This design comes from an exercise in tuning for small area, a short achievable clock period and few clock cycles on the open sky130 flow, not from production work.
Only simulation tests tie the RTL to the original design; equivalence was not proved.
Power figures rest on the tool's default switching activity, not on a simulated workload.

--- config.mk ---
export PLATFORM = sky130hd
export DESIGN_NAME = processor
export DESIGN_NICKNAME = processor
export VERILOG_FILES = /design/flow/design.v
export SDC_FILE = /design/flow/constraint.sdc
export NUM_CORES = 4
export LEC_CHECK = 0
export CAP_MARGIN = 20
export CORE_MARGIN = 2
export CORE_UTILIZATION = 55
export PLACE_DENSITY = 0.65
export SETUP_SLACK_MARGIN = 5
export SLEW_MARGIN = 20
export TNS_END_PERCENT = 5
--- constraint.sdc ---
create_clock -name core_clock -period 11.0 [get_ports {CLK}]
set_input_delay 2.2000 -clock core_clock [delete_from_list [all_inputs] [get_ports {CLK}]]
set_output_delay 2.2000 -clock core_clock [all_outputs]
set_load 0.01 [all_outputs]
--- design.v ---
module register_file (
	input				clk,
	input		[4:0]	rs1,
	input		[4:0]	rs2,
	input		[4:0]	rd,
	input				we,
	input		[31:0]	in,
	output		[31:0]	out1,
	output		[31:0]	out2
	);
	wire [31:0] data [31:0];
	assign data[0] = 32'd0;
	genvar i;
	generate
		for (i = 1; i <= 31; i = i + 1) begin : regs
			reg [31:0] q;
			always @(posedge clk)
				if (we && rd == i)
					q <= in;
			assign data[i] = q;
		end
	endgenerate
	assign out1 = data[rs1];
	assign out2 = data[rs2];
endmodule
module processor
	#(parameter WIDTH = 32)
	(
		input CLK,
		input RST,
		output [WIDTH-1:0] IF_pc,
		input  [WIDTH-1:0] IF_instr,
		output [WIDTH-1:0] MEM_mem_in,
		output [WIDTH-1:0] MEM_alu_out,
		output  [2:0] 		 MEM_MemLen,
		output 				 MEM_MemRead,
		output 						 MEM_MemWrite,
		input  [WIDTH-1:0] MEM_mem_out
	);
	reg  [31:2] pc;       
	reg         xv;       
	reg  [31:0] ir;       
	reg  [31:2] xpc;      
	reg  [31:0] xa, xb;   
	reg  [4:0]  xlo;      
	reg b_reg, b_immi, b_immu, b_immb, b_four;   
	reg a_reg, a_pc;                              
	reg sub;                                      
	reg r_add, r_sll, r_slt, r_sltu, r_xor, r_srl, r_or, r_and;   
	reg sh_arith;                                 
	reg x_ld, x_st, x_br, x_jalr, x_wr, x_pred;
	assign IF_pc = {pc, 2'b00};
	wire [2:0] f3 = ir[14:12];
	wire [4:0] rd = ir[11:7];
	wire [31:0] imm_i = {{20{ir[31]}}, ir[31:20]};
	wire [31:0] imm_b = {{19{ir[31]}}, ir[31], ir[7], ir[30:25], ir[11:8], 1'b0};
	wire [31:0] imm_u = {ir[31:12], 12'b0};
	wire [31:0] addr = xa + {{20{ir[31]}}, ir[31:25], xlo};
	wire [31:0] alu_a = ({32{a_reg}} & xa) | ({32{a_pc}} & {xpc, 2'b00});
	wire [31:0] alu_b = ({32{b_reg}} & xb) | ({32{b_immi}} & imm_i) | ({32{b_immu}} & imm_u) |
	                    ({32{b_immb}} & imm_b) | {29'd0, b_four, 2'b00};
	wire [32:0] sum = {1'b0, alu_a} + {1'b0, alu_b ^ {32{sub}}} + {32'd0, sub};
	wire sltu = ~sum[32];
	wire slt = (xa[31] ^ alu_b[31]) ? xa[31] : sum[31];
	wire [31:0] a_rev;
	genvar gi;
	generate
		for (gi = 0; gi < 32; gi = gi + 1) begin : rev_in
			assign a_rev[gi] = xa[31-gi];
		end
	endgenerate
	wire [31:0] sh_in = r_sll ? a_rev : xa;
	wire sh_fill = sh_arith & xa[31];
	wire [32:0] sh_full = $signed({sh_fill, sh_in}) >>> alu_b[4:0];
	wire [31:0] sh_r = sh_full[31:0];
	wire [31:0] sh_rev;
	generate
		for (gi = 0; gi < 32; gi = gi + 1) begin : rev_out
			assign sh_rev[gi] = sh_r[31-gi];
		end
	endgenerate
	wire [31:0] alu_out = ({32{r_add}} & sum[31:0]) |
	                      ({32{r_sll}} & sh_rev) |
	                      ({32{r_srl}} & sh_r) |
	                      {31'd0, (r_slt & slt) | (r_sltu & sltu)} |
	                      ({32{r_xor}} & (xa ^ alu_b)) |
	                      ({32{r_or}} & (xa | alu_b)) |
	                      ({32{r_and}} & (xa & alu_b));
	wire [31:0] wb = x_ld ? MEM_mem_out : alu_out;
	wire x_we = xv & x_wr;
	wire eq  = (xa == xb);
	wire ltu = (xa < xb);
	wire lt  = ($signed(xa) < $signed(xb));
	wire cond = (f3[2] ? (f3[1] ? ltu : lt) : eq) ^ f3[0];
	wire redirect = xv & ((x_br & (cond ^ x_pred)) | x_jalr);
	wire [31:2] x_target = x_jalr ? addr[31:2] : sum[31:2];
	assign MEM_alu_out  = addr;
	assign MEM_mem_in   = xb;
	assign MEM_MemLen   = {f3[2], f3[1:0] + 2'd1};
	assign MEM_MemRead  = xv & x_ld;
	assign MEM_MemWrite = xv & x_st;
	wire [31:0] fi = IF_instr;
	wire [6:0] fop = fi[6:0];
	wire [2:0] ff3 = fi[14:12];
	wire f_ctl   = fop[6];                          
	wire f_br    = fop[6] & ~fop[2];
	wire f_jal   = fop[6] & fop[3];
	wire f_jalr  = fop[6] & fop[2] & ~fop[3];
	wire f_mem   = ~fop[6] & ~fop[4];               
	wire f_ld    = f_mem & ~fop[5];
	wire f_st    = f_mem & fop[5];
	wire f_u     = ~fop[6] & fop[4] & fop[2];       
	wire f_auipc = f_u & ~fop[5];
	wire f_alu   = ~fop[6] & fop[4] & ~fop[2];      
	wire f_op    = f_alu & fop[5];
	wire f_pred  = f_br & (fi[31] | fi[12]);
	wire f_taken = f_jal | f_pred;
	wire [2:0] fn = f_alu ? ff3 : 3'b000;
	wire [31:2] f_imm_b = {{19{fi[31]}}, fi[31], fi[7], fi[30:25], fi[11:9]};
	wire [31:2] f_imm_j = {{11{fi[31]}}, fi[31], fi[19:12], fi[20], fi[30:22]};
	wire [31:2] f_inc = f_taken ? (f_jal ? f_imm_j : f_imm_b) : 30'd1;
	wire [31:2] f_next = pc + f_inc;
	wire [31:0] rf1, rf2;
	register_file register_file (
		.clk(CLK),
		.rs1(fi[19:15]),
		.rs2(fi[24:20]),
		.rd(rd),
		.we(x_we),
		.in(wb),
		.out1(rf1),
		.out2(rf2)
	);
	wire fwd1 = x_we & (rd == fi[19:15]);
	wire fwd2 = x_we & (rd == fi[24:20]);
	always @(posedge CLK) begin
		if (RST) begin
			pc <= 30'd0;
			xv <= 1'b0;
		end else begin
			pc <= redirect ? x_target : f_next;
			xv <= ~redirect;
		end
		ir  <= fi;
		xlo <= (fop[5] & ~fop[2]) ? fi[11:7] : fi[24:20];
		xpc <= pc;
		xa  <= fwd1 ? wb : rf1;
		xb  <= fwd2 ? wb : rf2;
		b_reg  <= f_op;
		b_immi <= f_alu & ~fop[5];
		b_immu <= f_u;
		b_immb <= f_br & ~f_pred;
		b_four <= f_ctl & ~(f_br & ~f_pred);
		a_reg  <= f_alu;
		a_pc   <= f_ctl | f_auipc;
		sub    <= (f_op & fi[30] & (fn == 3'b000)) | (fn[2:1] == 2'b01);
		r_add  <= (fn == 3'b000);
		r_sll  <= (fn == 3'b001);
		r_slt  <= (fn == 3'b010);
		r_sltu <= (fn == 3'b011);
		r_xor  <= (fn == 3'b100);
		r_srl  <= (fn == 3'b101);
		r_or   <= (fn == 3'b110);
		r_and  <= (fn == 3'b111);
		sh_arith <= fi[30];
		x_ld   <= f_ld;
		x_st   <= f_st;
		x_br   <= f_br;
		x_jalr <= f_jalr;
		x_wr   <= ~f_br & ~f_st & (fi[11:7] != 5'd0);
		x_pred <= f_pred;
	end
endmodule
--- flow/run.sh ---
#!/bin/bash
set -euo pipefail
bash standard.sh SETUP_SLACK_MARGIN=7 \
	"BUFFER_PORTS_ARGS=-buffer_cell sky130_fd_sc_hd__buf_4" \
	finish > flow.log 2>&1
--- standard.sh ---
#!/bin/bash
# synth_recipe.tcl (not shown) runs the flow's synth.tcl, then flattens the netlist and writes it again
# the make line also repeats each setting of config.mk as NAME=value (left out here)
make -C /OpenROAD-flow-scripts/flow DESIGN_CONFIG=/design/flow/config.mk WORK_HOME=/design/flow/orfs CLKGATE_MAP_FILE= SYNTH_SCRIPT=/design/flow/synth_recipe.tcl "${@:-finish}"
==> results.tsv, run 1 <==
stage	metric	value	unit
route	antenna-violating nets left	0	
place	Area after DPL	62100	µm²
die	Die H	329	µm
synthesis	count leader, synth	edfxtp_1	
clocking	worst skew pair latency	740	ps
global_routing	initial antenna violation count	14	
sta	Hold Fails Final Rpt	0	
finish	share of layout cells above drive strength 1	0.229	
worst_setup_path	CP Cell Sequence	ha_4 > inv_2 > fa_2 > nor2b_2 > o31a_1 > o2111ai_2 > a41oi_2 > o21a_1 > o41ai_4 > nor2b_1 > nor2_1 > xnor2_1 > buf_4	
worst_setup_path	CP endpoint kind	output pin	
worst_setup_path	Crit Reg-Reg Startpoint	b_immi	
synthesis	Synth Area in Adders	0.0414	
synthesis	Main synth FF type	edfxtp_1	
route	DRC Markers	0	
worst_setup_path	crit path buf inv count	2	
route	DRT iter0 DRCs	12600	
sta	final setup fails	0	
die	Initial Util	0.552	
power	Peak VDD IR	0.155	mV
finish	Finished Layout Cells	6528	
synthesis	Post-synth top cells	edfxtp_1 (992), a22oi_1 (419), a22o_1 (292)	
worst_setup_path	R2R Setup Slk	6020	ps
sta	Tmin final	5640	ps
synthesis	flip-flop and latch count after synthesis	1169	
synthesis	Post-Synth Simple-Gate Area	0.0815	
sta	setup TNS	0	ps
synthesis	largest family of logic cells by synthesized area	compound AO/OA/AOI/OAI gates	
route	first drt pass iteration count	13	
worst_setup_path	Top delay family on crit path	compound AO/OA/AOI/OAI gates	
synthesis	sequential area share after synthesis	0.575	
power	internal power	0.00846	W
worst_setup_path	Crit path required time	8800	ps
worst_hold_path	Hold Path Class	reg2reg	
synthesis	Yosys top cell area share	0.514	
sta	Achievable Freq	177	MHz
synthesis	mux cell area share after synthesis	0.0260	
synthesis	post-synthesis xor/xnor area fraction	0.0169	
synthesis	Syn Inst Count	4698	
synthesis	synth top area cells	edfxtp_1 (51%), dfxtp_1 (6.1%), a22oi_1 (5.4%)	
worst_hold_path	worst min-delay path endpoint	xpc[6]	
clocking	htree depth	3	
worst_setup_path	Crit path arrival time	3440	ps
clocking	Max Root-Sink Buffers	3	
power	part of the power in registers	0.439	
worst_setup_path	nature of the critical path startpoint	register	
synthesis	number of flops mapped to enable cells by yosys	992	
global_routing	global-route wire length before repair	395000	µm
finish	Design Area, Final	69800	µm²
power	Comb pwr share	0.225	
synthesis	Cell Area, Synth	58000	µm²
place	RD Place Congestion	1.08	
clocking	CTS Buf Count	115	
worst_setup_path	slowest stage delay, CP	350	ps
place	dpl ws	4570	ps
place	DP HPWL	172000	µm
job	max cap viols	0	
route	via count	53800	
finish	Layout area overhead	20.5	%
sta	fin. max-slew vios	0	
clocking	CTS Hold Buffers Added	0	
power	net switching power figure	0.00374	W
die	I/O Pins	167	
die	row count	119	
synthesis	Yosys Warn Count	2	
finish	NumNets Final	5282	
synthesis	async set or reset register ratio after synthesis	0	
sta	Setup WS post-layout	5360	ps
worst_setup_path	RR Endpoint	register_file.regs[18].q[15]	
global_routing	vias in the first global route	48900	
synthesis	Yosys cell types	89	
power	Pleak	24.6	nW
place	dpl cells	6103	
global_routing	largest net degree at the start of global routing	49	
sta	slew margin rel.	0.0301	
route	Avg WL per Cell	45.4	µm
sta	RSZ-0062 raised after global routing	true	
finish	# fillers	7787	
power	Sw Ratio	0.307	
die	Die X	329	µm
die	die area	108000	µm²
synthesis	syn_area_per_cell	12.3	µm²
worst_setup_path	slowest CP cell	dfxtp_4	
clocking	Reg clk slew, reported paths	60	ps
power	power share of the clock group	0.336	
worst_hold_path	Worst Hold Depth	0	
clocking	TritonCTS clock tree	built	
power	pwr dens	175	nW/µm²
finish	top flop regs	register_file.regs.q (992), xa (32), xb (32)	
route	DRT Wirelength	297000	µm
global_routing	grt total ovfl	0	
route	DR vias/cell	8.24	
sta	worst slew pin tran	1440	ps
synthesis	post-synth top area cell	edfxtp_1	
die	core area	105000	µm²
finish	max reg flops	992	
worst_setup_path	critical-path maximum fanout	2	
synthesis	compound-gate portion of the synthesized area	0.227	
status	status	no timing/DRC/antenna violations	
sta	skew final	33.9	ps
worst_setup_path	crit path kind	reg2out	
worst_hold_path	worst hold start	pc[6]	
clocking	CTS Root Cell	clkbuf_16	
finish	Most flops, register	register_file.regs.q	
worst_setup_path	FF-to-FF path depth	17	
place	I/O Buffers	162	
sta	Tcrit/Tclk final	0.512	
global_routing	Total Routing Usage GR	0.534	
clocking	clock sinks	1169	
-- what timing repair did --
item / in CTS / in global routing
resized for setup: 248 / 180
setup endpoints to repair: 1090 / 1120
pin swaps: 60 / 73
cloned: 10 / 7
buffers inserted: 74 / 102
-- routing by layer --
layer | up-vias | share of wire | GRT usage
met3 | 1992 | 0.18 | 0.266
met2 | 6202 | 0.40 | 0.746
met5 | - | 0.0016 | 0.0169
li1 | 20000 | - | -
met4 | 22 | 0.11 | 0.430
met1 | 25600 | 0.31 | 0.618
-- power by group through the flow --
stage	Combinational (W)	Sequential, W	Clock, W
final	0.00274	0.00536	0.00411
after global routing	0.00281	0.00535	0.00424
after CTS	0.00241	0.00534	0.00407
after detailed placement	0.00215	0.00545	0
after global placement	0.00213	0.00545	0
after floorplan	0.00117	0.00535	0
-- stage by stage --
| step | util | hold slack (ps) | power [W] |
|---|---|---|---|
| 2_1_floorplan | - | 397 | 0.00652 |
| 3_3_place_gp | 0.591 | 393 | 0.00757 |
| 3_5_place_dp | 0.591 | 385 | 0.00760 |
| 4_1_cts | 0.648 | 394 | 0.0118 |
| 5_1_grt | 0.665 | 399 | 0.0124 |
| 6_report | 0.665 | 400 | 0.0122 |
-- placed cells by master (no fill, tap or decap), drive strengths merged, types with 46 or more instances in the layout --
| cell type | instances |
|---|---|
| inv | 144 |
| a22oi | 420 |
| nor3 | 77 |
| clkinv | 50 |
| nand4 | 95 |
| dfxtp | 177 |
| a21o | 46 |
| nor2 | 252 |
| xnor2 | 79 |
| edfxtp | 992 |
| ha | 187 |
| a21oi | 130 |
| buf | 516 |
| a222oi | 65 |
| nand2 | 172 |
| o21ai | 105 |
| nand3 | 164 |
| a22o | 292 |
| clkbuf | 143 |
| a221oi | 266 |
| mux2i | 67 |
-- cell type report --
class | count | area (µm²) | area share
diodes | 11 | 27.5 | 0.000394
well taps | 1391 | 1740 | 0.0249
repair buffers | 528 | 4650 | 0.0665
inverters | 149 | 591 | 0.00846
clock inverters | 79 | 806 | 0.0115
repair inverters | 4 | 27.5 | 0.000394
flip-flops and latches | 1169 | 33400 | 0.478
multi-input cells | 3059 | 25500 | 0.365
clock buffers | 138 | 3070 | 0.0439
-- worst register-to-register path, stage by stage (launching register included) --
cell and delay (ps):
dfxtp_4 370, buf_4 160, a22oi_2 100, nand2_4 90, buf_12 150, clkinvlp_4 160
buf_12 170, xnor2_4 270, ha_4 260, a211o_1 290, a21o_1 190, a32oi_2 230
o21ai_0 210, a21oi_1 240, o21bai_1 100, xor2_1 600, a21oi_1 360, nor2_4 690
-- worst max-delay path by stage --
stage	startpoint	end	slack [ps]	cells past startpoint
after floorplan	IF_instr[12]	pc[23]	6040	13
after global placement	ir[11]	register_file.regs[31].q[26]	4620	16
after detailed placement	ir[11]	register_file.regs[2].q[26]	4570	16
after CTS	xa[2]	MEM_alu_out[20]	5350	12
after global routing	xa[0]	MEM_alu_out[20]	5280	13
final	xa[0]	MEM_alu_out[20]	5360	13
-- kinds of logic (layout without fill, tap and decap cells) --
group	Yosys count	count (layout)
xor+xnor	112	112
simple gates	961	964
mux	111	111
buf+inv	474	898
other cells	1	13
flops	1169	1169
fa+ha+maj	190	190
compound gates	1680	1680
Testbench counts, summed over its fixed seeds: cycles 32,266.
==> run 2, diff against run 1 <==
==> run.sh (new file) <==
#!/bin/bash
# synth_recipe.tcl (not shown) runs the flow's synth.tcl, then flattens the netlist and writes it again
# the make line also repeats each setting of config.mk as NAME=value (left out here)
make -C /OpenROAD-flow-scripts/flow DESIGN_CONFIG=/design/flow/config.mk WORK_HOME=/design/flow/orfs CLKGATE_MAP_FILE= SYNTH_SCRIPT=/design/flow/synth_recipe.tcl finish
--- a/config.mk
+++ b/config.mk
@@ -9,4 +9,6 @@
 export CORE_MARGIN = 2
 export CORE_UTILIZATION = 55
+export CTS_CLUSTER_DIAMETER = 100
+export CTS_CLUSTER_SIZE = 25
 export PLACE_DENSITY = 0.65
 export SETUP_SLACK_MARGIN = 5
removed: flow/run.sh
removed: standard.sh
==> run 2 against run 1 <==
Utilization is 5.3 points lower. Synthesized area unchanged. Register-to-register slack lost 950 ps. Clock power fell by about 40%. Maximum frequency is 9.3% lower. Total power down 17%. Design area fell by 8.0%. Non-clock buffer count fell by 174. Hold slack got worse by 17 ps. Flip-flop and latch count unchanged. Critical endpoint is now xa[0]. Final cell count shrank 4.8%.
==> results.tsv, run 2 <==
stage	metric	value	unit	change
status	status	no timing/DRC/antenna violations		
route	Avg WL per Cell	46.0	µm	+1.3%
power	Power Total	0.0101	W	-17%
die	I/O Pins	167		unchanged
clocking	Max Root-Sink Buffers	3		unchanged
power	Pleak	21.9	nW	-11%
synthesis	Cell Area, Synth	58000	µm²	unchanged
synthesis	Yosys Warn Count	2		unchanged
sta	final hold slack	383	ps	-17.0 ps
place	I/O Buffers	162		unchanged
worst_setup_path	crit path kind	in2reg		
route	DRT iter0 DRCs	12300		-2.4%
global_routing	vias in the first global route	47600		-2.5%
worst_setup_path	FF-to-FF path depth	16		-1
worst_setup_path	slowest CP cell	nor3_1		
finish	top flop regs	register_file.regs.q (992), xa (32), xb (32)		
die	Initial Util	0.552		unchanged
worst_setup_path	critical-path maximum fanout	14		+12
route	DR vias/cell	8.34		+1.2%
clocking	TritonCTS clock tree	built		
synthesis	Main synth FF type	edfxtp_1		
worst_hold_path	Hold Path Class	reg2reg		
worst_setup_path	Crit path top cell by count	buf_4		
clocking	htree depth	2		-1
finish	most frequent cells in the layout	edfxtp_1 (992), a22oi_1 (419), a22o_1 (292)		
clocking	CTS Buf Count	56		-51%
worst_hold_path	worst hold start	pc[23]		
finish	multi-input logic area	23800	µm²	-6.6%
sta	setup TNS	0	ps	unchanged
worst_hold_path	Worst Hold Depth	0		unchanged
global_routing	grt total ovfl	0		unchanged
global_routing	largest net degree at the start of global routing	60		+22%
synthesis	Syn Inst Count	4698		unchanged
synthesis	count leader, synth	edfxtp_1		
die	core area	105000	µm²	unchanged
worst_setup_path	RR Endpoint	register_file.regs[29].q[30]		
sta	Achievable Freq	161	MHz	-9.3%
route	first drt pass iteration count	14		+1
synthesis	flip-flop and latch count after synthesis	1169		unchanged
route	DRT Wirelength	286000	µm	-3.6%
sta	Tmin final	6220	ps	+580 ps
worst_setup_path	R2R Setup Slk	5070	ps	-950 ps
global_routing	initial antenna violation count	17		+3
clocking	clock sinks	1169		unchanged
place	RD Place Congestion	1.04		-3.3%
sta	final setup fails	0		unchanged
synthesis	post-synth top area cell	edfxtp_1		
route	DRC Markers	0		unchanged
route	via count	51800		-3.7%
sta	worst slew pin tran	1330	ps	-117 ps
finish	register area	33400	µm²	-0.14%
global_routing	global-route wire length before repair	382000	µm	-3.2%
clocking	CTS Hold Buffers Added	0		unchanged
finish	NumNets Final	5043		-4.5%
die	Die X	329	µm	unchanged
worst_setup_path	nature of the critical path startpoint	input port		
die	Die H	329	µm	unchanged
synthesis	Yosys top cell area share	0.514		unchanged
finish	Layout area overhead	10.9	%	
finish	share of layout cells above drive strength 1	0.103		-0.126
synthesis	synth top area cells	edfxtp_1 (51%), dfxtp_1 (6.1%), a22oi_1 (5.4%)		
synthesis	syn_area_per_cell	12.3	µm²	unchanged
worst_hold_path	worst min-delay path endpoint	xpc[23]		
sta	Hold Fails Final Rpt	0		unchanged
synthesis	async set or reset register ratio after synthesis	0		unchanged
synthesis	sequential area share after synthesis	0.575		unchanged
worst_setup_path	Crit path required time	11580	ps	+2780 ps
sta	slew margin rel.	0.109		+0.0788
sta	Tcrit/Tclk final	0.565		+0.0527
clocking	CTS Root Cell	clkbuf_16		
global_routing	Total Routing Usage GR	0.517		-0.0176
finish	# fillers	8364		+7.4%
synthesis	Post-synth top cells	edfxtp_1 (992), a22oi_1 (419), a22o_1 (292)		
die	die area	108000	µm²	unchanged
finish	max reg flops	992		unchanged
worst_setup_path	CP endpoint kind	register		
worst_setup_path	CP Cell Sequence	clkdlybuf4s50_1 > nand2b_1 > nor2_4 > buf_4 > buf_4 > a22o_1 > a221oi_1 > nand4_1 > nor3_1 > o2bb2ai_1		
power	pwr dens	158	nW/µm²	-9.8%
finish	Final Util	0.612		-0.0531
clocking	Reg clk slew, reported paths	100	ps	+40 ps
worst_setup_path	slowest stage delay, CP	1030	ps	+680 ps
place	DP HPWL	169000	µm	-1.4%
power	Peak VDD IR	0.185	mV	+19%
synthesis	number of flops mapped to enable cells by yosys	992		unchanged
synthesis	Yosys cell types	89		unchanged
sta	skew final	53.4	ps	+19.5 ps
sta	RSZ-0062 raised after global routing	true		
finish	Most flops, register	register_file.regs.q		
worst_setup_path	Crit path arrival time	6800	ps	+3360 ps
clocking	worst skew pair latency	760	ps	+20 ps
worst_setup_path	Crit Reg-Reg Startpoint	b_immi		
job	max cap viols	0		unchanged
finish	commonest non-fill, non-tap cell in the layout	edfxtp_1		
die	row count	119		unchanged
route	antenna-violating nets left	0		unchanged
sta	fin. max-slew vios	0		unchanged
run 2: metal layers:
layer | up-vias | wire (µm) | track usage
met5 | - | 311 | 0.0102
met4 | 22 | 29900 | 0.401
met3 | 1733 | 50100 | 0.240
met2 | 5828 | 115000 | 0.729
met1 | 24800 | 90300 | 0.609
li1 | 19400 | - | -
run 2: cell families after synthesis:
logic type                 after synthesis  share of synthesized area
adders and majority gates              190                     0.0414
and+or+nand+nor                        961                     0.0815
muxes                                  111                     0.0260
DFF                                   1169                      0.575
buffers and inverters                  474                     0.0316
AOI/OAI and AO/OA                     1680                      0.227
other                                    1                  0.0000647
xor gates and xnor gates               112                     0.0169
run 2: timing repair:
action,CTS,global route
cloned,1,0
setup endpoints to repair,117,262
pin swaps,8,0
buffers inserted,6,0
resized for setup,52,4
endpoints found under the hold margin,0,0
run 2: where the power goes:
part	internal (W)	switching, W	leakage (nW)
Combinational	0.000772	0.00155	10.6
Clock	0.000974	0.00148	0.795
Sequential	0.00515	0.000206	10.5
Total	0.00690	0.00324	21.9
run 2: how the worst max path moves through the flow:
| stage | startpoint | endpoint | slack, ps | cells after the start |
|---|---|---|---|---|
| 6_report | IF_instr[15] | xa[0] | 4780 | 10 |
| 5_1_grt | xa[10] | MEM_alu_out[21] | 4680 | 9 |
| 4_1_cts | b_immi | register_file.regs[12].q[15] | 4870 | 15 |
| 3_5_place_dp | b_reg | register_file.regs[23].q[28] | 4290 | 17 |
| 3_3_place_gp | b_reg | register_file.regs[19].q[28] | 4340 | 17 |
| 2_1_floorplan | ir[31] | register_file.regs[10].q[30] | 5630 | 16 |
run 2: worst max-delay path: cells and delay by family:
family	cells	cell delay, ps
compound gates	3	600
buf+inv	3	1610
simple gates	4	2340
run 2: area by class of cell:
class / count / share of cell area
clock buffer: 67 / 0.0228
clock inverter: 12 / 0.00278
antenna: 14 / 0.000545
inverter: 149 / 0.00880
timing repair buffer: 354 / 0.0479
sequential: 1169 / 0.519
multi-input combinational: 3057 / 0.371
tap: 1391 / 0.0271
run 2: through the flow:
step                instances  cell area [µm²]  setup WS [ps]
CTS                      6198            64200           4870
global placement         6112            62300           4340
floorplan                4699            58000           5630
detailed placement       6112            62300           4290
global route             6200            64200           4680
finish                   6213            64300           4780
==> run 3, diff against run 2 <==
==> flow/run.sh (new file) <==
#!/bin/bash
set -euo pipefail
bash standard.sh SETUP_SLACK_MARGIN=6 \
	"BUFFER_PORTS_ARGS=-buffer_cell sky130_fd_sc_hd__buf_2" \
	finish > flow.log 2>&1
==> standard.sh (new file) <==
#!/bin/bash
# synth_recipe.tcl (not shown) runs the flow's synth.tcl, then flattens the netlist and writes it again
# the make line also repeats each setting of config.mk as NAME=value (left out here)
make -C /OpenROAD-flow-scripts/flow DESIGN_CONFIG=/design/flow/config.mk WORK_HOME=/design/flow/orfs CLKGATE_MAP_FILE= SYNTH_SCRIPT=/design/flow/synth_recipe.tcl "${@:-finish}"
removed: run.sh
==> run 3 against run 2 <==
Design area fell by 0.18%. Sequential share of layout area rose by 0.14 points. Combinational power barely moved. Clock-buffer cell count fell by 1. Highest routed layer unchanged. Clock power barely moved. Synthesized cell count did not move. Global-route usage barely moved. Maximum frequency rose by 8.9%. Hold slack improved by 9.3 ps.
==> results.tsv, run 3 <==
stage	metric	value	unit	change
sta	skew final	63.2	ps	+9.81 ps
synthesis	Main synth FF type	edfxtp_1		
sta	RSZ-0062 raised after global routing	true		
sta	setup TNS	0	ps	unchanged
synthesis	Syn Inst Count	4698		unchanged
die	I/O Pins	167		unchanged
place	DP HPWL	171000	µm	+1.0%
synthesis	Post-synth top cells	edfxtp_1 (992), a22oi_1 (419), a22o_1 (292)		
clocking	Reg clk slew, reported paths	110	ps	about the same
clocking	CTS Buf Count	56		unchanged
place	Area after DPL	61500	µm²	-1.3%
worst_setup_path	slowest stage delay, CP	370	ps	-660 ps
worst_hold_path	worst hold start	pc[23]		
worst_setup_path	RR Endpoint	register_file.regs[31].q[8]		
synthesis	Yosys Warn Count	2		unchanged
route	first drt pass iteration count	11		-3
global_routing	initial antenna violation count	19		+2
synthesis	count leader, synth	edfxtp_1		
route	Avg WL per Cell	46.0	µm	about the same
clocking	worst skew pair latency	760	ps	about the same
die	Die H	329	µm	unchanged
clocking	Max Root-Sink Buffers	3		unchanged
job	max cap viols	0		unchanged
worst_setup_path	slowest CP cell	dfxtp_4		
finish	commonest non-fill, non-tap cell in the layout	edfxtp_1		
finish	Design Area, Final	64200	µm²	-0.18%
finish	top flop regs	register_file.regs.q (992), xa (32), xb (32)		
synthesis	flip-flop and latch count after synthesis	1169		unchanged
route	DRC Markers	0		unchanged
route	DR vias/cell	8.30		-0.47%
synthesis	syn_area_per_cell	12.3	µm²	unchanged
die	die area	108000	µm²	unchanged
clocking	clock sinks	1169		unchanged
synthesis	compound-gate portion of the synthesized area	0.227		unchanged
synthesis	synth top area cells	edfxtp_1 (51%), dfxtp_1 (6.1%), a22oi_1 (5.4%)		
finish	Layout area overhead	10.7	%	
sta	worst slew pin tran	1330	ps	+5.38 ps
synthesis	largest family of logic cells by synthesized area	compound AO/OA/AOI/OAI gates		
die	Initial Util	0.552		unchanged
sta	Tmin final	5710	ps	-510 ps
place	dpl ws	4720	ps	+434 ps
worst_setup_path	R2R Setup Slk	5490	ps	+420 ps
worst_setup_path	Crit Reg-Reg Startpoint	ir[8]		
sta	Tcrit/Tclk final	0.519		-0.0464
power	Power Total	0.0101	W	about the same
global_routing	grt total ovfl	0		unchanged
worst_setup_path	critical-path maximum fanout	3		-11
synthesis	Cell Area, Synth	58000	µm²	unchanged
global_routing	Total Routing Usage GR	0.517		about the same
die	core area	105000	µm²	unchanged
worst_setup_path	crit path capture	MEM_alu_out[20]		
place	RD Place Congestion	1.05		+1.0%
status	status	no timing/DRC/antenna violations		
synthesis	Yosys cell types	89		unchanged
finish	Most flops, register	register_file.regs.q		
finish	share of layout cells above drive strength 1	0.155		+0.0522
finish	# fillers	8410		+0.55%
clocking	CTS Hold Buffers Added	0		unchanged
worst_setup_path	FF-to-FF path depth	16		unchanged
place	I/O Buffers	162		unchanged
sta	final setup fails	0		unchanged
global_routing	vias in the first global route	47500		-0.15%
synthesis	post-synthesis xor/xnor area fraction	0.0169		unchanged
finish	most frequent cells in the layout	edfxtp_1 (992), a22oi_1 (419), a22o_1 (292)		
power	Peak VDD IR	0.139	mV	-25%
synthesis	sequential area share after synthesis	0.575		unchanged
global_routing	global-route wire length before repair	382000	µm	about the same
sta	Setup WS post-layout	5290	ps	+510 ps
worst_setup_path	crit path kind	reg2out		
sta	slew margin rel.	0.105		-0.00362
clocking	CTS Root Cell	clkbuf_16		
worst_setup_path	nature of the critical path startpoint	register		
sta	Achievable Freq	175	MHz	+8.9%
worst_setup_path	Crit path arrival time	3510	ps	-3290 ps
synthesis	mux cell area share after synthesis	0.0260		unchanged
worst_setup_path	CP startpoint	xa[0]		
die	Die X	329	µm	unchanged
sta	fin. max-slew vios	0		unchanged
route	DRT Wirelength	287000	µm	+0.18%
route	DRT iter0 DRCs	11700		-5.1%
finish	max reg flops	992		unchanged
route	via count	51700		-0.20%
worst_setup_path	CP Cell Sequence	ha_4 > inv_2 > fa_2 > nor2b_2 > o31a_1 > o2111ai_4 > a41oi_2 > o21a_1 > o41ai_4 > nor2b_1 > nor2_1 > xnor2_1 > buf_2		
clocking	TritonCTS clock tree	built		
synthesis	Yosys top cell area share	0.514		unchanged
finish	NumNets Final	5069		+0.52%
synthesis	number of flops mapped to enable cells by yosys	992		unchanged
sta	Hold Fails Final Rpt	0		unchanged
worst_hold_path	Hold Path Class	reg2reg		
route	antenna-violating nets left	0		unchanged
synthesis	Synth Area in Adders	0.0414		unchanged
worst_setup_path	Crit path required time	8800	ps	-2780 ps
die	row count	119		unchanged
synthesis	Post-Synth Simple-Gate Area	0.0815		unchanged
global_routing	largest net degree at the start of global routing	45		-25%
power	pwr dens	158	nW/µm²	+0.15%
power	Pleak	22.2	nW	+1.2%
synthesis	async set or reset register ratio after synthesis	0		unchanged
worst_setup_path	CP endpoint kind	output pin		
synthesis	post-synth top area cell	edfxtp_1		
clocking	htree depth	2		unchanged
==> run 3: what timing repair did <==
| item | 4_1_cts | 5_1_grt |
|---|---|---|
| endpoints found under the hold margin | 0 | 0 |
| buffers inserted | 22 | 14 |
| gates cloned | 2 | 1 |
| endpoints found under the setup margin | 726 | 641 |
| pin swaps | 20 | 27 |
| resized for setup | 85 | 72 |
==> run 3: logic make-up (layout without fill, tap and decap cells) <==
family                     Yosys count  in the layout
and+or+nand+nor                    961            961
xor gates and xnor gates           112            112
adders and majority gates          190            190
muxes                              111            111
buffers and inverters              474            607
DFF                               1169           1169
AOI/OAI and AO/OA                 1680           1681
other                                1              8
==> run 3: cell type report <==
type                    count  area [µm²]  share of cell area
clock buffers              66        1440              0.0224
well taps                1391        1740              0.0271
clock inverters            12         174             0.00271
inverters                 149         569             0.00887
diodes                      6        15.0            0.000234
flip-flops and latches   1169       33400               0.521
repair buffers            380        2560              0.0399
multi-input cells        3057       24300               0.378
==> run 3: worst min-delay path by stage <==
stage | end | slack, ps | cells past startpoint
2_1_floorplan | xpc[10] | 400 | 0
3_3_place_gp | xpc[23] | 380 | 0
3_5_place_dp | xpc[23] | 380 | 0
4_1_cts | xpc[23] | 390 | 0
5_1_grt | xpc[23] | 400 | 0
6_report | xpc[23] | 390 | 0
==> run 3: where the power goes <==
group | leakage, nW | internal, W | switching, W
combinational | 10.9 | 0.000738 | 0.00162
clock | 0.781 | 0.000959 | 0.00148
sequential | 10.5 | 0.00515 | 0.000181
==> run 3: worst max-delay path, delay by kind of cell, from the launching register on <==
family	cells	cell delay [ps]
adder cells (fa/ha/maj)	2	380
buffers and inverters	2	230
XOR/XNOR	1	170
AO/OA/AOI/OAI	5	1340
flip-flops	1	370
AND/OR/NAND/NOR	3	250
==> run 3: metrics by stage <==
| stage | hold WS [ps] | std cells | util |
|---|---|---|---|
| after global routing | 402 | 6226 | 0.611 |
| final | 392 | 6230 | 0.611 |
| after global placement | 380 | 6106 | 0.586 |
| after CTS | 391 | 6208 | 0.606 |
| after detailed placement | 378 | 6106 | 0.586 |
| after floorplan | 397 | 4699 | - |
==> run 3: routing by layer <==
layer  GRT usage  vias to the layer above  wire (µm)
li1            -                    19500          -
met5      0.0155                        -        591
met2       0.724                     5710     115000
met3       0.237                     1782      50000
met1       0.606                    24700      89700
met4       0.421                       30      31200
==> run 4, diff against run 3 <==
--- a/design.v
+++ b/design.v
@@ -50,4 +50,11 @@
 	reg sh_arith;                                 
 	reg x_ld, x_st, x_br, x_jalr, x_wr, x_pred;
+	reg         mv;       
+	reg  [31:0] maddr;    
+	reg  [31:0] mdata;    
+	reg  [31:0] mres;     
+	reg  [4:0]  mrd;
+	reg  [2:0]  mf3;
+	reg         m_ld, m_st, m_wr;
 	assign IF_pc = {pc, 2'b00};
 	wire [2:0] f3 = ir[14:12];
@@ -87,6 +94,6 @@
 	                      ({32{r_or}} & (xa | alu_b)) |
 	                      ({32{r_and}} & (xa & alu_b));
-	wire [31:0] wb = x_ld ? MEM_mem_out : alu_out;
-	wire x_we = xv & x_wr;
+	wire [31:0] m_wb = m_ld ? MEM_mem_out : mres;
+	wire m_we = mv & m_wr;
 	wire eq  = (xa == xb);
 	wire ltu = (xa < xb);
@@ -95,9 +102,9 @@
 	wire redirect = xv & ((x_br & (cond ^ x_pred)) | x_jalr);
 	wire [31:2] x_target = x_jalr ? addr[31:2] : sum[31:2];
-	assign MEM_alu_out  = addr;
-	assign MEM_mem_in   = xb;
-	assign MEM_MemLen   = {f3[2], f3[1:0] + 2'd1};
-	assign MEM_MemRead  = xv & x_ld;
-	assign MEM_MemWrite = xv & x_st;
+	assign MEM_alu_out  = maddr;
+	assign MEM_mem_in   = mdata;
+	assign MEM_MemLen   = {mf3[2], mf3[1:0] + 2'd1};
+	assign MEM_MemRead  = mv & m_ld;
+	assign MEM_MemWrite = mv & m_st;
 	wire [31:0] fi = IF_instr;
 	wire [6:0] fop = fi[6:0];
@@ -126,25 +133,44 @@
 		.rs1(fi[19:15]),
 		.rs2(fi[24:20]),
-		.rd(rd),
-		.we(x_we),
-		.in(wb),
+		.rd(mrd),
+		.we(m_we),
+		.in(m_wb),
 		.out1(rf1),
 		.out2(rf2)
 	);
-	wire fwd1 = x_we & (rd == fi[19:15]);
-	wire fwd2 = x_we & (rd == fi[24:20]);
+	wire x_fw = xv & x_wr;
+	wire fx1 = x_fw & (rd == fi[19:15]);
+	wire fx2 = x_fw & (rd == fi[24:20]);
+	wire fm1 = m_we & (mrd == fi[19:15]);
+	wire fm2 = m_we & (mrd == fi[24:20]);
+	wire f_use1 = ~f_u & ~f_jal;
+	wire f_use2 = f_op | f_st | f_br;
+	wire stall = x_ld & ((fx1 & f_use1) | (fx2 & f_use2));
 	always @(posedge CLK) begin
 		if (RST) begin
 			pc <= 30'd0;
 			xv <= 1'b0;
+			mv <= 1'b0;
 		end else begin
-			pc <= redirect ? x_target : f_next;
-			xv <= ~redirect;
+			if (redirect)
+				pc <= x_target;
+			else if (~stall)
+				pc <= f_next;
+			xv <= ~redirect & ~stall;
+			mv <= xv;
 		end
+		maddr <= addr;
+		mdata <= xb;
+		mres  <= alu_out;
+		mrd   <= rd;
+		mf3   <= f3;
+		m_ld  <= x_ld;
+		m_st  <= x_st;
+		m_wr  <= x_wr;
 		ir  <= fi;
 		xlo <= (fop[5] & ~fop[2]) ? fi[11:7] : fi[24:20];
 		xpc <= pc;
-		xa  <= fwd1 ? wb : rf1;
-		xb  <= fwd2 ? wb : rf2;
+		xa  <= fx1 ? alu_out : (fm1 ? m_wb : rf1);
+		xb  <= fx2 ? alu_out : (fm2 ? m_wb : rf2);
 		b_reg  <= f_op;
 		b_immi <= f_alu & ~fop[5];
==> flow/run.sh (replaced) <==
#!/bin/bash
set -euo pipefail
bash standard.sh SETUP_SLACK_MARGIN=7 \
	"BUFFER_PORTS_ARGS=-buffer_cell sky130_fd_sc_hd__buf_4" \
	finish > flow.log 2>&1
--- a/config.mk
+++ b/config.mk
@@ -10,5 +10,5 @@
 export CORE_UTILIZATION = 55
 export CTS_CLUSTER_DIAMETER = 100
-export CTS_CLUSTER_SIZE = 25
+export CTS_CLUSTER_SIZE = 20
 export PLACE_DENSITY = 0.65
 export SETUP_SLACK_MARGIN = 5
==> run 4 against run 3 <==
Still clean. First-iteration DRC count grew 6.8%. Clock power grew 22%. Clock skew shrank 12 ps. Combinational power grew 11%. Critical path depth shrank 2. Utilization grew 1.2 points. Wire length grew 3.3%. Final cell count grew 7.4%. Largest power group unchanged.
==> results.tsv, run 4 <==
stage	metric	value	unit	change
finish	Most flops, register	register_file.regs.q		
status	status	no timing/DRC/antenna violations		
finish	NumNets Final	5421		+6.9%
clocking	htree depth	3		+1
finish	Design Area, Final	68700	µm²	+7.1%
place	RD Place Congestion	1.02		-2.5%
sta	Tcrit/Tclk final	0.468		-0.0509
synthesis	Post-synth top cells	edfxtp_1 (992), nand2_1 (453), a22o_1 (370)		
finish	max reg flops	992		unchanged
place	dpl cells	6486		+6.2%
synthesis	count leader, synth	edfxtp_1		
power	pwr dens	168	nW/µm²	+6.3%
global_routing	initial antenna violation count	15		-4
synthesis	mux cell area share after synthesis	0.0301		+0.00413
sta	skew final	50.8	ps	-12.4 ps
sta	slew margin rel.	0.160		+0.0552
clocking	Max Root-Sink Buffers	3		unchanged
sta	setup TNS	0	ps	unchanged
worst_setup_path	crit path kind	in2reg		
worst_hold_path	Hold Path Class	reg2reg		
sta	fin. max-slew vios	0		unchanged
clocking	clock sinks	1277		+9.2%
synthesis	Main synth FF type	edfxtp_1		
route	Avg WL per Cell	44.3	µm	-3.8%
route	DR vias/cell	7.94		-4.3%
worst_setup_path	CP endpoint kind	register		
sta	final setup fails	0		unchanged
route	first drt pass iteration count	13		+2
global_routing	Total Routing Usage GR	0.510		-0.00658
synthesis	Yosys top cell area share	0.489		-0.0251
sta	RSZ-0062 raised after global routing	true		
sta	Hold Fails Final Rpt	0		unchanged
die	I/O Pins	167		unchanged
die	Die X	337	µm	+2.5%
worst_setup_path	Crit path required time	11570	ps	+2770 ps
synthesis	Yosys Warn Count	2		unchanged
die	Initial Util	0.553		+0.000705
clocking	CTS Hold Buffers Added	0		unchanged
clocking	CTS Root Cell	clkbuf_16		
power	Peak VDD IR	0.171	mV	+23%
global_routing	met2 Resource Use GR	0.726		+0.00245
route	via count	53100		+2.7%
route	DRT Wirelength	296000	µm	+3.3%
finish	commonest non-fill, non-tap cell in the layout	edfxtp_1		
sta	Tmin final	5150	ps	-560 ps
die	Die H	337	µm	+2.5%
finish	Finished Layout Cells	6689		+7.4%
finish	share of layout cells above drive strength 1	0.157		+0.00155
clocking	Reg clk slew, reported paths	80	ps	-30 ps
clocking	TritonCTS clock tree	built		
global_routing	GRT Max-Usage Layer	met2		
synthesis	syn_area_per_cell	12.1	µm²	-1.7%
synthesis	largest family of logic cells by synthesized area	compound AO/OA/AOI/OAI gates		
synthesis	Synth Area in Adders	0.0394		-0.00202
clocking	CTS Buf Count	76		+36%
synthesis	Syn Inst Count	5025		+7.0%
global_routing	grt total ovfl	0		unchanged
synthesis	sequential area share after synthesis	0.583		+0.00744
place	DP HPWL	169000	µm	-1.2%
synthesis	Post-Synth Simple-Gate Area	0.0798		-0.00178
synthesis	Cell Area, Synth	60900	µm²	+5.1%
job	max cap viols	0		unchanged
sta	worst slew pin tran	1250	ps	-85.8 ps
synthesis	Yosys cell types	89		unchanged
worst_setup_path	Crit path arrival time	5720	ps	+2210 ps
die	die area	113000	µm²	+5.1%
synthesis	async set or reset register ratio after synthesis	0		unchanged
finish	most frequent cells in the layout	edfxtp_1 (992), nand2_1 (447), a22o_1 (369)		
synthesis	post-synthesis xor/xnor area fraction	0.0192		+0.00232
worst_setup_path	critical-path maximum fanout	31		+28
global_routing	vias in the first global route	49200		+3.4%
synthesis	synth top area cells	edfxtp_1 (49%), dfxtp_1 (9.4%), a22o_1 (5.3%)		
die	core area	110000	µm²	+5.0%
global_routing	Global Route met3 Usage	0.221		-0.0159
route	antenna-violating nets left	0		unchanged
sta	Achievable Freq	194	MHz	+11%
route	DRC Markers	0		unchanged
place	Area after DPL	64600	µm²	+5.1%
route	DRT iter0 DRCs	12500		+6.8%
synthesis	post-synth top area cell	edfxtp_1		
place	dpl ws	4870	ps	+147 ps
power	Pleak	25.0	nW	+12%
die	row count	122		+2.5%
synthesis	number of flops mapped to enable cells by yosys	992		unchanged
place	I/O Buffers	162		unchanged
clocking	worst skew pair latency	720	ps	-40 ps
global_routing	met1 GRT Util	0.596		-0.0107
global_routing	largest net degree at the start of global routing	66		+47%
finish	Layout area overhead	12.7	%	
global_routing	global-route wire length before repair	395000	µm	+3.2%
worst_setup_path	nature of the critical path startpoint	input port		
sta	Setup WS post-layout	5850	ps	+560 ps
finish	Final Util	0.623		+0.0120
synthesis	compound-gate portion of the synthesized area	0.216		-0.0110
synthesis	flip-flop and latch count after synthesis	1277		+9.2%
## run 4: worst max-delay path, cell delays in order
cell and delay [ps]:
buf_4 250, nand2b_2 500, nor2_4 90, buf_4 430, a22o_1 300, a221oi_1 200, nand4_1 130, o21ai_0 860
nand2_1 440, nand2_1 190, o21ai_0 90
## run 4: logic make-up (layout without fill, tap and decap cells)
| logic type | after synthesis | in the layout |
|---|---|---|
| AND/OR/NAND/NOR | 1060 | 1061 |
| XOR/XNOR | 133 | 133 |
| flip-flops | 1277 | 1277 |
| multiplexers | 154 | 154 |
| adder cells (fa/ha/maj) | 190 | 190 |
| buffers and inverters | 510 | 670 |
| other | 1 | 16 |
| AO/OA/AOI/OAI | 1700 | 1700 |
## run 4: final timing paths
path                      from      to  cells past startpoint  slack, ps
hold reg to reg           x_st    m_st                      0        330
setup / recovery  IF_instr[20]  xb[23]                     11       5850
hold / removal            x_st    m_st                      0        330
setup reg to reg        xa[31]   pc[6]                     12       6350
## run 4: routing by layer
metal | routed length, µm | up-vias
li1 | - | 20300
met1 | 93700 | 25300
met2 | 120000 | 5694
met3 | 48900 | 1831
met4 | 33100 | 12
met5 | 244 | -
## run 4: power by group
part	switching [W]	internal (W)	leakage (nW)	total (W)
clock	0.00165	0.00133	1.06	0.00298
combinational	0.00176	0.000845	12.5	0.00261
sequential	0.000244	0.00569	11.4	0.00594
total	0.00366	0.00787	25.0	0.0115
## run 4: cell type report
class	count	area, µm²
clock inverters	13	223
multi-input cells	3240	25000
well taps	1488	1860
clock buffers	87	1960
inverters	170	659
flip-flops and latches	1277	35500
repair buffers	400	3470
diodes	14	35.0
fillers	8712	41500
## run 4: what timing repair did
action,CTS,global route
cloned,9,0
gates resized for setup,169,50
setup buffers,73,7
pin swaps,53,32
setup endpoints to repair,127,124
## run 4: metrics by stage
step / total power, W / hold WS (ps)
2_1_floorplan: 0.00720 / 310
3_3_place_gp: 0.00836 / 317
3_5_place_dp: 0.00838 / 312
4_1_cts: 0.0113 / 331
5_1_grt: 0.0118 / 346
6_report: 0.0115 / 331
Testbench counts of run 4, summed over its fixed seeds: cycles 32,761.
==> run 5, diff against run 4 <==
--- a/config.mk
+++ b/config.mk
@@ -8,8 +8,8 @@
 export CAP_MARGIN = 20
 export CORE_MARGIN = 2
-export CORE_UTILIZATION = 55
+export CORE_UTILIZATION = 62
 export CTS_CLUSTER_DIAMETER = 100
-export CTS_CLUSTER_SIZE = 20
-export PLACE_DENSITY = 0.65
+export CTS_CLUSTER_SIZE = 25
+export PLACE_DENSITY = 0.72
 export SETUP_SLACK_MARGIN = 5
 export SLEW_MARGIN = 20
==> run 5 against run 4 <==
Total power shrank 3.7%. Clock-buffer cell count fell by 16. Register-to-register slack got worse by 100 ps. Setup slack gained 150 ps. Critical path type unchanged. Critical path depth is 1 higher. Sequential power about the same. Sequential share of layout area grew 0.74 points. Still clean on timing, DRC and antenna. Design area decreased by 1.4%.
==> results.tsv, run 5 <==
stage	metric	value	unit	change
worst_setup_path	nature of the critical path startpoint	input port		
route	DR vias/cell	8.29		+4.4%
die	core area	97000	µm²	-12%
clocking	Reg clk slew, reported paths	100	ps	+20 ps
die	Initial Util	0.628		+0.0753
die	Die X	317	µm	-5.7%
place	RD Place Congestion	1.05		+2.6%
die	Die H	317	µm	-5.7%
global_routing	Total Routing Usage GR	0.543		+0.0334
route	antenna-violating nets left	0		unchanged
worst_setup_path	slowest stage delay, CP	1090	ps	+230 ps
synthesis	count leader, synth	edfxtp_1		
clocking	TritonCTS clock tree	built		
clocking	worst skew pair latency	800	ps	+80 ps
global_routing	vias in the first global route	49300		+0.19%
finish	commonest non-fill, non-tap cell in the layout	edfxtp_1		
synthesis	Syn Inst Count	5025		unchanged
sta	final setup fails	0		unchanged
global_routing	global-route wire length before repair	382000	µm	-3.2%
worst_setup_path	Crit path required time	11590	ps	+20 ps
synthesis	Main synth FF type	edfxtp_1		
sta	RSZ-0062 raised after global routing	true		
worst_setup_path	CP Cell Sequence	buf_4 > nand2b_4 > nor2_4 > buf_4 > buf_4 > a22o_1 > a221oi_1 > nand4_1 > o21ai_0 > nand2_1 > nand2_1 > o21ai_0		
finish	share of layout cells above drive strength 1	0.148		-0.00871
synthesis	number of flops mapped to enable cells by yosys	992		unchanged
synthesis	post-synth top area cell	edfxtp_1		
synthesis	Post-synth top cells	edfxtp_1 (992), nand2_1 (453), a22o_1 (370)		
sta	Achievable Freq	200	MHz	+3.1%
die	I/O Pins	167		unchanged
synthesis	syn_area_per_cell	12.1	µm²	unchanged
power	Pleak	24.7	nW	-1.1%
sta	slew margin rel.	0.0700		-0.0905
sta	Tmin final	4990	ps	-155 ps
clocking	clock sinks	1277		unchanged
route	Avg WL per Cell	43.8	µm	-1.0%
power	Peak VDD IR	0.190	mV	+11%
sta	worst slew pin tran	1380	ps	+134 ps
finish	max reg flops	992		unchanged
route	DRT iter0 DRCs	12900		+3.3%
finish	most frequent cells in the layout	edfxtp_1 (992), nand2_1 (450), a22o_1 (369), buf_4 (369), a22oi_1 (301)		
synthesis	async set or reset register ratio after synthesis	0		unchanged
route	DRT Wirelength	283000	µm	-4.4%
worst_hold_path	Hold Path Class	reg2reg		
worst_setup_path	critical-path maximum fanout	19		-39%
route	first drt pass iteration count	12		-1
place	I/O Buffers	162		unchanged
sta	fin. max-slew vios	0		unchanged
die	row count	114		-6.6%
synthesis	flip-flop and latch count after synthesis	1277		unchanged
finish	Final Util	0.698		+0.0748
worst_setup_path	Crit path arrival time	5580	ps	-140 ps
sta	setup TNS	0	ps	unchanged
synthesis	Yosys cell types	89		unchanged
status	status	no timing/DRC/antenna violations		
job	max cap viols	0		unchanged
worst_setup_path	slowest CP cell	o21ai_0		
synthesis	synth top area cells	edfxtp_1 (49%), dfxtp_1 (9.4%), a22o_1 (5.3%)		
worst_setup_path	Crit path top cell by count	buf_4		
sta	Tcrit/Tclk final	0.454		-0.0140
global_routing	largest net degree at the start of global routing	66		unchanged
finish	Most flops, register	register_file.regs.q		
worst_setup_path	CP endpoint kind	register		
finish	Finished Layout Cells	6457		-3.5%
sta	skew final	85.6	ps	+34.7 ps
clocking	CTS Hold Buffers Added	0		unchanged
clocking	CTS Root Cell	clkbuf_16		
synthesis	Yosys top cell area share	0.489		unchanged
sta	Hold Fails Final Rpt	0		unchanged
synthesis	Cell Area, Synth	60900	µm²	unchanged
finish	NumNets Final	5406		-0.28%
synthesis	sequential area share after synthesis	0.583		unchanged
global_routing	grt total ovfl	0		unchanged
clocking	Max Root-Sink Buffers	3		unchanged
clocking	CTS Buf Count	60		-21%
route	DRC Markers	0		unchanged
finish	# fillers	7009		-20%
worst_setup_path	crit path kind	in2reg		
synthesis	Yosys Warn Count	2		unchanged
global_routing	initial antenna violation count	14		-1
power	pwr dens	164	nW/µm²	-2.3%
place	dpl cells	6280		-3.2%
finish	Layout area overhead	11.1	%	
route	via count	53500		+0.80%
clocking	htree depth	2		-1
die	die area	101000	µm²	-11%
place	DP HPWL	160000	µm	-5.2%
run 5: kinds of logic (layout without fill, tap and decap cells):
group | count (synthesis) | count (layout) | synth area share
fa+ha+maj | 190 | 190 | 0.0394
flops | 1277 | 1277 | 0.583
xor+xnor | 133 | 133 | 0.0192
mux | 154 | 154 | 0.0301
buf+inv | 510 | 652 | 0.0325
other cells | 1 | 15 | 0.0000615
simple gates | 1060 | 1060 | 0.0798
compound gates | 1700 | 1700 | 0.216
run 5: critical path, delay by kind of cell:
kind            cells  cell delay, ps
buf+inv             3             870
simple gates        5             760
compound gates      4            1690
run 5: final cells by class:
class	instances	area, µm²	area share
timing repair buffer	402	3360	0.0496
tap	1276	1600	0.0236
multi-input combinational	3239	24800	0.366
clock inverter	9	175	0.00259
antenna	13	32.5	0.000480
sequential	1277	35500	0.525
inverter	170	671	0.00991
clock buffer	71	1550	0.0229
run 5: stage by stage:
| stage | hold slack [ps] | cell area [µm²] | setup WS (ps) | power, W |
|---|---|---|---|---|
| after global placement | 319 | 64400 | 4780 | 0.00829 |
| after detailed placement | 319 | 64400 | 4750 | 0.00832 |
| after CTS | 342 | 67600 | 6090 | 0.0109 |
| final | 338 | 67700 | 6010 | 0.0111 |
| after global routing | 361 | 67700 | 5900 | 0.0113 |
| after floorplan | 310 | 61000 | 5560 | 0.00720 |
run 5: final timing paths:
path / from / end / slack (ps) / cells past startpoint
setup / recovery: IF_instr[24] / xb[26] / 6010 / 12
hold / removal: x_st / m_st / 340 / 0
setup reg to reg: b_immb / xb[28] / 6250 / 17
hold reg to reg: x_st / m_st / 340 / 0
run 5: what timing repair did:
| item | in CTS | in global routing |
|---|---|---|
| cloned | 4 | 0 |
| setup buffers | 77 | 3 |
| endpoints found under the setup margin | 127 | 124 |
| resized for setup | 140 | 15 |
| pin swaps | 60 | 7 |
run 5: where the power goes:
part	leakage, nW	switching, W	internal (W)
clock network	0.835	0.00157	0.00103
logic	12.4	0.00175	0.000836
registers	11.4	0.000217	0.00569
total	24.7	0.00354	0.00756
run 5: layer usage:
layer  vias to the layer above  track usage  part of all wire
li1                      20300            -                 -
met1                     25000        0.623              0.30
met2                      6189        0.748              0.39
met3                      2089        0.271              0.19
met4                        29        0.477              0.12
met5                         -       0.0104            0.0015
==> run 6, diff against run 5 <==
--- a/design.v
+++ b/design.v
@@ -51,7 +51,6 @@
 	reg x_ld, x_st, x_br, x_jalr, x_wr, x_pred;
 	reg         mv;       
-	reg  [31:0] maddr;    
+	reg  [31:0] mval;     
 	reg  [31:0] mdata;    
-	reg  [31:0] mres;     
 	reg  [4:0]  mrd;
 	reg  [2:0]  mf3;
@@ -94,5 +93,5 @@
 	                      ({32{r_or}} & (xa | alu_b)) |
 	                      ({32{r_and}} & (xa & alu_b));
-	wire [31:0] m_wb = m_ld ? MEM_mem_out : mres;
+	wire [31:0] m_wb = m_ld ? MEM_mem_out : mval;
 	wire m_we = mv & m_wr;
 	wire eq  = (xa == xb);
@@ -102,5 +101,5 @@
 	wire redirect = xv & ((x_br & (cond ^ x_pred)) | x_jalr);
 	wire [31:2] x_target = x_jalr ? addr[31:2] : sum[31:2];
-	assign MEM_alu_out  = maddr;
+	assign MEM_alu_out  = mval;
 	assign MEM_mem_in   = mdata;
 	assign MEM_MemLen   = {mf3[2], mf3[1:0] + 2'd1};
@@ -160,7 +159,6 @@
 			mv <= xv;
 		end
-		maddr <= addr;
+		mval  <= (x_ld | x_st) ? addr : alu_out;
 		mdata <= xb;
-		mres  <= alu_out;
 		mrd   <= rd;
 		mf3   <= f3;
--- a/config.mk
+++ b/config.mk
@@ -8,8 +8,8 @@
 export CAP_MARGIN = 20
 export CORE_MARGIN = 2
-export CORE_UTILIZATION = 62
+export CORE_UTILIZATION = 55
 export CTS_CLUSTER_DIAMETER = 100
 export CTS_CLUSTER_SIZE = 25
-export PLACE_DENSITY = 0.72
+export PLACE_DENSITY = 0.65
 export SETUP_SLACK_MARGIN = 5
 export SLEW_MARGIN = 20
==> run 6 against run 5 <==
Final cell count up 5.6%. Global-route usage down 2.7 points. Synthesized cell count up 3.9%. Clock power about the same. Synthesized area down 0.26%. Clock skew down 6.4 ps. Critical path type unchanged. Critical endpoint is now xa[19]. Non-clock buffer count down 26. Design area up 0.12%. First-iteration DRC count down 7.3%. Largest power group unchanged.
==> results.tsv, run 6 <==
stage	metric	value	unit	change
status	status	no timing/DRC/antenna violations		
route	antenna-violating nets left	0		unchanged
global_routing	grt total ovfl	0		unchanged
synthesis	post-synth top area cell	edfxtp_1		
route	DRC Markers	0		unchanged
worst_setup_path	RR Endpoint	mval[7]		
die	die area	113000	µm²	+12%
synthesis	number of flops mapped to enable cells by yosys	992		unchanged
worst_setup_path	Crit Reg-Reg Startpoint	r_sll		
synthesis	Yosys top cell area share	0.490		+0.00126
sta	Tcrit/Tclk final	0.440		-0.0135
sta	skew final	79.2	ps	-6.40 ps
sta	setup TNS	0	ps	unchanged
finish	Most flops, register	register_file.regs.q		
global_routing	vias in the first global route	50200		+1.8%
clocking	htree depth	2		unchanged
synthesis	synth top area cells	edfxtp_1 (49%), a22oi_1 (11%), dfxtp_1 (8.3%)		
worst_setup_path	CP Cell Sequence	buf_4 > or3b_2 > nor2_4 > buf_4 > a22oi_1 > nand2_1 > nor4_1 > a21oi_1 > a21oi_1 > nor2_1 > a21o_1		
sta	slew margin rel.	0.215		+0.145
clocking	TritonCTS clock tree	built		
clocking	clock sinks	1245		-2.5%
die	Initial Util	0.557		-0.0714
finish	share of layout cells above drive strength 1	0.146		-0.00155
clocking	CTS Buf Count	60		unchanged
route	Avg WL per Cell	43.8	µm	about the same
place	I/O Buffers	162		unchanged
worst_setup_path	CP startpoint	IF_instr[16]		
finish	Finished Layout Cells	6817		+5.6%
finish	most frequent cells in the layout	edfxtp_1 (992), a22oi_1 (898), nand2_1 (546)		
sta	Achievable Freq	206	MHz	+3.1%
place	RD Place Congestion	1.06		+1.3%
global_routing	Total Routing Usage GR	0.517		-0.0269
finish	commonest non-fill, non-tap cell in the layout	edfxtp_1		
power	part of the power in registers	0.529		-0.004
global_routing	global-route wire length before repair	400000	µm	+4.7%
synthesis	count leader, synth	edfxtp_1		
worst_setup_path	nature of the critical path startpoint	input port		
route	via count	53800		+0.49%
die	core area	109000	µm²	+13%
worst_setup_path	slowest stage delay, CP	770	ps	-320 ps
die	Die X	336	µm	+6.0%
die	I/O Pins	167		unchanged
finish	register area	34900	µm²	-1.8%
sta	RSZ-0062 raised after global routing	true		
clocking	CTS Root Cell	clkbuf_16		
power	internal power	0.00740	W	-2.0%
worst_hold_path	Worst Hold Depth	0		unchanged
sta	worst slew pin tran	1180	ps	-204 ps
synthesis	Cell Area, Synth	60800	µm²	-0.26%
route	first drt pass iteration count	13		+1
worst_hold_path	worst min-delay path endpoint	m_st		
worst_setup_path	Crit path arrival time	5530	ps	-50 ps
sta	final setup fails	0		unchanged
global_routing	largest net degree at the start of global routing	65		-1.5%
die	Die H	336	µm	+6.0%
power	power share of the clock group	0.236		about the same
sta	Hold Fails Final Rpt	0		unchanged
synthesis	Yosys Warn Count	2		unchanged
clocking	worst skew pair latency	790	ps	about the same
synthesis	Yosys cell types	79		-11%
power	Comb pwr share	0.234		about the same
clocking	CTS Hold Buffers Added	0		unchanged
global_routing	initial antenna violation count	12		-2
worst_hold_path	Hold Path Class	reg2reg		
job	max cap viols	0		unchanged
finish	NumNets Final	5570		+3.0%
power	Sw Ratio	0.332		+0.0131
route	DRT Wirelength	298000	µm	+5.5%
power	net switching power figure	0.00368	W	+4.0%
worst_setup_path	Crit path required time	11690	ps	+100 ps
finish	multi-input logic area	25700	µm²	+3.6%
synthesis	Main synth FF type	edfxtp_1		
place	DP HPWL	167000	µm	+4.0%
route	DR vias/cell	7.89		-4.8%
sta	fin. max-slew vios	0		unchanged
finish	# fillers	8629		+23%
worst_setup_path	R2R Setup Slk	6390	ps	+140 ps
synthesis	syn_area_per_cell	11.6	µm²	-4.0%
synthesis	flip-flop and latch count after synthesis	1245		-2.5%
die	row count	121		+6.1%
sta	Tmin final	4840	ps	-148 ps
finish	Layout area overhead	11.5	%	
worst_hold_path	worst hold start	x_st		
worst_setup_path	critical-path maximum fanout	32		+13
clocking	Max Root-Sink Buffers	3		unchanged
worst_setup_path	slowest CP cell	buf_4		
power	pwr dens	164	nW/µm²	-0.22%
worst_setup_path	FF-to-FF path depth	9		-8
synthesis	Post-synth top cells	edfxtp_1 (992), a22oi_1 (900), nand2_1 (552)		
power	Pleak	24.6	nW	-0.40%
power	Peak VDD IR	0.169	mV	-11%
finish	max reg flops	992		unchanged
synthesis	sequential area share after synthesis	0.574		-0.00904
worst_setup_path	crit path kind	in2reg		
place	dpl cells	6648		+5.9%
synthesis	async set or reset register ratio after synthesis	0		unchanged
clocking	Reg clk slew, reported paths	100	ps	about the same
route	DRT iter0 DRCs	12000		-7.3%
synthesis	Syn Inst Count	5219		+3.9%
worst_setup_path	CP endpoint kind	register		
[run 6: cell types whose count changed after synthesis, sizes merged, moves of 48 or more]
cell / delta
a21oi: +62
nand2: +99
nand3: +48
o21ai: -82
nor3: +75
a22o: -326
a221o: -76
a221oi: -190
a22oi: +598
mux2i: +51
[run 6: cell type report]
type / instances / area share
multi-input combinational: 3491 / 0.379
clock inverter: 11 / 0.00314
sequential: 1245 / 0.514
inverter: 140 / 0.00790
timing repair buffer: 376 / 0.0451
clock buffer: 69 / 0.0226
antenna: 9 / 0.000332
tap: 1476 / 0.0272
[run 6: how the worst max path moves through the flow]
stage,to,slack (ps)
3_5_place_dp,pc[31],5200
3_3_place_gp,mval[23],5190
4_1_cts,pc[26],6400
2_1_floorplan,pc[26],6040
5_1_grt,pc[30],6220
6_report,xa[19],6160
[run 6: critical path: cells and delay by family]
kind	cells	cell delay [ps]
and+or+nand+nor	5	1060
buffers and inverters	2	1060
AOI/OAI and AO/OA	4	1140
[run 6: power groups by stage]
stage / clock, W / combinational (W) / sequential (W)
after floorplan: 0 / 0.00128 / 0.00580
after global placement: 0 / 0.00231 / 0.00595
after detailed placement: 0 / 0.00233 / 0.00595
after CTS: 0.00259 / 0.00245 / 0.00585
after global routing: 0.00274 / 0.00268 / 0.00586
final: 0.00262 / 0.00259 / 0.00587
[run 6: cells by family (layout without fill, tap and decap cells)]
group / count (synthesis) / in the layout / share of synthesized area
muxes: 204 / 204 / 0.0382
AOI/OAI and AO/OA: 1733 / 1733 / 0.208
other: 1 / 11 / 0.0000617
DFF: 1245 / 1245 / 0.574
buffers and inverters: 485 / 596 / 0.0307
adders and majority gates: 190 / 190 / 0.0395
xor gates and xnor gates: 119 / 119 / 0.0172
and+or+nand+nor: 1242 / 1243 / 0.0928
[run 6: layer usage]
layer	part of all wire	wire (µm)	global-route usage
met1	0.32	94500	0.610
met2	0.41	122000	0.733
met3	0.17	50200	0.225
met4	0.11	31600	0.410
met5	0.0017	493	0.0145
[run 6: timing repair]
action                                  CTS  global route
resized for setup                       181            17
pin swaps                                70            24
cloned                                    5             0
endpoints found under the setup margin  123           124
buffers inserted                         66             8
[run 6: stage by stage]
stage	worst slack [ps]	instance area (µm²)	total power [W]	utilization	hold WS, ps
2_1_floorplan	6040	60900	0.00708	-	345
3_3_place_gp	5190	64300	0.00826	0.589	372
3_5_place_dp	5200	64300	0.00828	0.589	368
4_1_cts	6400	67600	0.0109	0.619	382
5_1_grt	6220	67800	0.0113	0.621	400
6_report	6160	67800	0.0111	0.621	384
Testbench counts of run 6, summed over its fixed seeds: cycles 32,761.

==> static timing again, ports no longer ideal <==
In the flow no input, the clock included, has a driving cell. The finished layouts below were timed again as built, in two steps. Step 1 sets driving cells, clkbuf_16 on the clock port and buf_2 on the other inputs (assumed; they add their load-dependent delay and slew). Step 2 also shifts input and output timing later by t, the mid clock arrival at the registers, as if the neighbouring blocks saw the same clock. a / b / c = no drivers / after step 1 / after step 2; a / b = the first two.
| run | shift t [ns] | slack for setup (ns) | worst hold slack (ns) | worst data-port slew with drivers (ns) |
|---|---|---|---|---|
| run 1 | 0.798 | 5.363 / 5.291 / 5.222 | 0.400 / 0.400 / 0.400 | 0.13 |
| run 2 | 0.809 | 4.784 / 4.742 / 4.021 | 0.383 / 0.383 / 0.383 | 0.11 |
| run 3 | 0.795 | 5.294 / 5.222 / 4.736 | 0.392 / 0.392 / 0.392 | 0.12 |
| run 4 | 0.772 | 5.854 / 5.901 / 5.129 | 0.331 / 0.331 / 0.331 | 0.11 |
| run 5 | 0.822 | 6.008 / 6.051 / 5.229 | 0.338 / 0.338 / 0.338 | 0.09 |
| run 6 | 0.830 | 6.157 / 6.210 / 5.380 | 0.384 / 0.384 / 0.384 | 0.10 |
After both steps every run listed still meets setup and hold. The setup slack of run 5, which loses most, moves by +0.043 ns with the drivers and by -0.779 ns with both steps.
